This design comes from an exercise in tuning for small area and a short achievable clock period on the open sky130 flow, not from production work.
Function was checked by simulation only, so behaviour that the tests miss may differ from the original.

Setup of nickel:
// core_top
module core_top #(
    parameter HART_ID       = 0,
    parameter XLEN          = 32,
    parameter BPU_ENTRY_NUM = 32
)
(
    input                 clk_i,
    input                 rst_i,
    input                 stall_i,
    input  [XLEN-1 : 0]   init_pc_addr_i,
    input  [XLEN-1 : 0]   code_i,
    input                 code_ready_i,
    output [XLEN-1 : 0]   code_addr_o,
    output                code_req_o,
    input  [XLEN-1 : 0]   data_i,
    input                 data_ready_i,
    output [XLEN-1 : 0]   data_o,
    output [XLEN-1 : 0]   data_addr_o,
    output                data_rw_o,       
    output [XLEN/8-1 : 0] data_byte_enable_o,
    output                data_req_o,
    output                data_is_amo_o,
    output [ 4: 0]        data_amo_type_o,
    output                cache_flush_o,
    input                 ext_irq_i,
    input                 tmr_irq_i,
    input                 sft_irq_i
);
Settings: LEC_CHECK=0, CAP_MARGIN=20, CORE_MARGIN=2, CORE_UTILIZATION=40, SLEW_MARGIN=20; clock period 16.0 ns.
standard.sh (not shown) runs the stock make flow with config.mk's settings and CLKGATE_MAP_FILE= SYNTH_SCRIPT=/design/flow/synth_recipe.tcl, a recipe that flattens the netlist after the stock synthesis.
==> flow/flow/run.sh <==
#!/bin/bash
# Standard ORFS layout (the standard.sh, with the standard synthesis
# unchanged), with repair_timing asked to leave a larger setup margin
# (fixing the worst 5% of endpoints, without gate cloning), larger clock-tree
# sink clusters without dummy loads, and buf_4 port buffers.
set -o pipefail
bash standard.sh SETUP_SLACK_MARGIN=11 TNS_END_PERCENT=5 SKIP_GATE_CLONING=1 \
    "CTS_ARGS=-sink_clustering_enable -repair_clock_nets -sink_clustering_size 24 -sink_clustering_max_diameter 80 -dont_use_dummy_load" \
    "BUFFER_PORTS_ARGS=-buffer_cell sky130_fd_sc_hd__buf_4" \
    finish > standard_finish.log 2>&1
diff inputs: nickel => maple
==> flow/flow/run.sh <==
#!/bin/bash
# Standard ORFS layout (the standard.sh, with the standard synthesis
# unchanged), with repair_timing asked to leave a larger setup margin
# (fixing the worst 15% of endpoints, without gate cloning), larger clock-tree
# sink clusters without dummy loads, denser placement, and buf_4 port buffers.
set -o pipefail
bash standard.sh SETUP_SLACK_MARGIN=11 TNS_END_PERCENT=15 SKIP_GATE_CLONING=1 PLACE_DENSITY=0.7 \
    "CTS_ARGS=-sink_clustering_enable -repair_clock_nets -sink_clustering_size 24 -sink_clustering_max_diameter 80 -dont_use_dummy_load" \
    "BUFFER_PORTS_ARGS=-buffer_cell sky130_fd_sc_hd__buf_4" \
    finish > standard_finish.log 2>&1
Results
Looking across maple and nickel, the single run that reached the end with no open violations was nickel.
Slack of the critical path is higher on maple
Filler-free cell count of the finished design delta (nickel -> maple): insignificant
Where global-route wire length before repair is concerned, nickel is outperformed by maple.
Reported for maple and nickel, flip-flop and latch count turned out identical to the last digit.
Compared with nickel, maple shows total via count in the routed design that has gone up slightly.
diff inputs: maple => raven
==> flow/flow/run.sh <==
#!/bin/bash
# Standard ORFS layout (the standard.sh, with the standard synthesis
# unchanged), with repair_timing asked to leave a larger setup margin
# (fixing the worst 5% of endpoints, without gate cloning), larger clock-tree
# sink clusters without dummy loads, denser placement, and buf_4 port buffers.
set -o pipefail
bash standard.sh SETUP_SLACK_MARGIN=11 TNS_END_PERCENT=5 SKIP_GATE_CLONING=1 PLACE_DENSITY=0.7 \
    "CTS_ARGS=-sink_clustering_enable -repair_clock_nets -sink_clustering_size 24 -sink_clustering_max_diameter 80 -dont_use_dummy_load" \
    "BUFFER_PORTS_ARGS=-buffer_cell sky130_fd_sc_hd__buf_4" \
    finish > standard_finish.log 2>&1
==> comparison <==
raven closes out successfully: all stages finished, all timing, DRC and antenna checks passed.
Between maple and raven, the flow reports number of instances resized during post-cts repair decreasing by more than a quarter.
raven vs. maple: final critical path time including I/O delays and setup went up by 0.25 ns.
Comparing raven and maple, total wire length after detailed routing is lower on raven.
In raven relative to maple, cell count had gone down slightly.
Compared with maple, raven shows a critical path depth that is 15 lower.
[diff] worst slew margin relative to its limit, raven relative to maple: improvement
In raven relative to maple, non-clock buffer count had gone down by a little under 10%.

========
core_top, a different RTL version from the one above (not shown whole).
For scale: roughly 4300 flip-flops, roughly 210 I/O pins, about 0.22 mm2 of cells after synthesis.
clock: 16.0 ns
lec_check: 0
cap_margin: 20
core_margin: 2
core_utilization: 40
slew_margin: 20
==> flow/flow/run.sh <==
#!/bin/bash
# Standard ORFS layout (the standard.sh, standard synthesis unchanged) with
# repair_timing asked to leave a larger setup margin.
set -o pipefail
bash standard.sh SETUP_SLACK_MARGIN=9 finish > standard_finish.log 2>&1
==> next run, changes <==
==> flow/run.sh (new file) <==
#!/bin/bash
# synth_recipe.tcl (not shown) runs the flow's synth.tcl, then flattens the netlist and writes it again
# the make line also repeats each setting of config.mk as NAME=value (left out here)
make -C /OpenROAD-flow-scripts/flow DESIGN_CONFIG=/design/flow/config.mk WORK_HOME=/design/flow/orfs CLKGATE_MAP_FILE= SYNTH_SCRIPT=/design/flow/synth_recipe.tcl finish
removed: flow/flow/run.sh
removed: flow/standard.sh
Core utilization drops by 0.54 points.
Worst setup slack gets worse by 3.3 ns.
Area after synthesis stays the same.
Synthesized cell count stays the same.
Global-route usage is higher by 0.59 points.

========
core_top, a different RTL version from the one above (not shown whole).
Size in the first run: about 21000 cells after synthesis, roughly 4400 flip-flops, roughly 210 I/O pins, about 230000 um^2 of cells after synthesis.
==> flow/config.mk <==
export PLATFORM = sky130hd
export DESIGN_NAME = core_top
export DESIGN_NICKNAME = core_top
export VERILOG_FILES = /design/flow/design.v
export SDC_FILE = /design/flow/constraint.sdc
export NUM_CORES = 8
export LEC_CHECK = 0
export CAP_MARGIN = 20
export CORE_MARGIN = 2
export CORE_UTILIZATION = 40
export SLEW_MARGIN = 20
==> flow/constraint.sdc <==
create_clock -name core_clock -period 16.0 [get_ports {clk_i}]
set_input_delay 3.2000 -clock core_clock [delete_from_list [all_inputs] [get_ports {clk_i}]]
set_output_delay 3.2000 -clock core_clock [all_outputs]
set_load 0.01 [all_outputs]
==> flow/flow/run.sh <==
#!/bin/bash
# Standard ORFS layout (the standard.sh, with the standard synthesis
# unchanged), with repair_timing asked to leave a larger setup margin
# (fixing the worst 5% of endpoints, without gate cloning) and larger
# clock-tree sink clusters.
set -o pipefail
bash standard.sh SETUP_SLACK_MARGIN=10 TNS_END_PERCENT=5 SKIP_GATE_CLONING=1 \
    CTS_CLUSTER_SIZE=24 CTS_CLUSTER_DIAMETER=80 finish > standard_finish.log 2>&1
Then changed:
==> flow/flow/run.sh (replaced) <==
#!/bin/bash
# Standard ORFS layout (the standard.sh, with the standard synthesis
# unchanged), with repair_timing asked to leave a larger setup margin
# (fixing the worst 5% of endpoints) and smaller clock-tree buffers.
set -o pipefail
bash standard.sh SETUP_SLACK_MARGIN=10 TNS_END_PERCENT=5 CTS_BUF_LIST=sky130_fd_sc_hd__clkbuf_8 finish > standard_finish.log 2>&1
Result:
- The changed run passed the timing, DRC and antenna checks
- cell count came out higher by 3.1%
- via count came out higher by 2.0%
- design area came out higher by 2.0%
- wire length came out higher by 1.1%
- hold slack gains 15 ps

==> what the ideal ports hide <==
How much do the figures lean on ideal ports? The routed layouts below were timed once more, with nothing changed but the port constraints.
Step 1 assumes that a clkbuf_16 drives the clock port and a buf_2 every other input.
Step 2 times the ports against the registers' clock, not the clock port: input delays grow and output delays shrink by t, the midpoint of the rising clock arrivals with the driver on.
Slacks: ideal ports / drivers / drivers and shift; pairs: ideal ports / drivers.
run	shift t [ns]	slack for setup (ns)	hold WS [ns]
nickel	1.114	10.291 / 10.154 / 9.423	0.419 / 0.419 / 0.419
maple	1.130	10.415 / 10.291 / 9.428	0.447 / 0.447 / 0.447
raven	1.127	10.166 / 10.166 / 9.336	0.440 / 0.440 / 0.440
the first run of note 2	1.227	8.870 / 8.870 / 7.771	0.453 / 0.453 / 0.453
the second run of note 2	1.210	5.540 / 5.539 / 5.539	0.453 / 0.453 / 0.453
the first run of note 3	1.137	9.585 / 9.408 / 8.271	0.419 / 0.419 / 0.419
the second run of note 3	1.490	9.690 / 9.561 / 8.233	0.434 / 0.434 / 0.434
For the second run of note 3, which loses most, drivers alone change the setup slack by -0.129 ns; drivers and shift together by -1.457 ns.
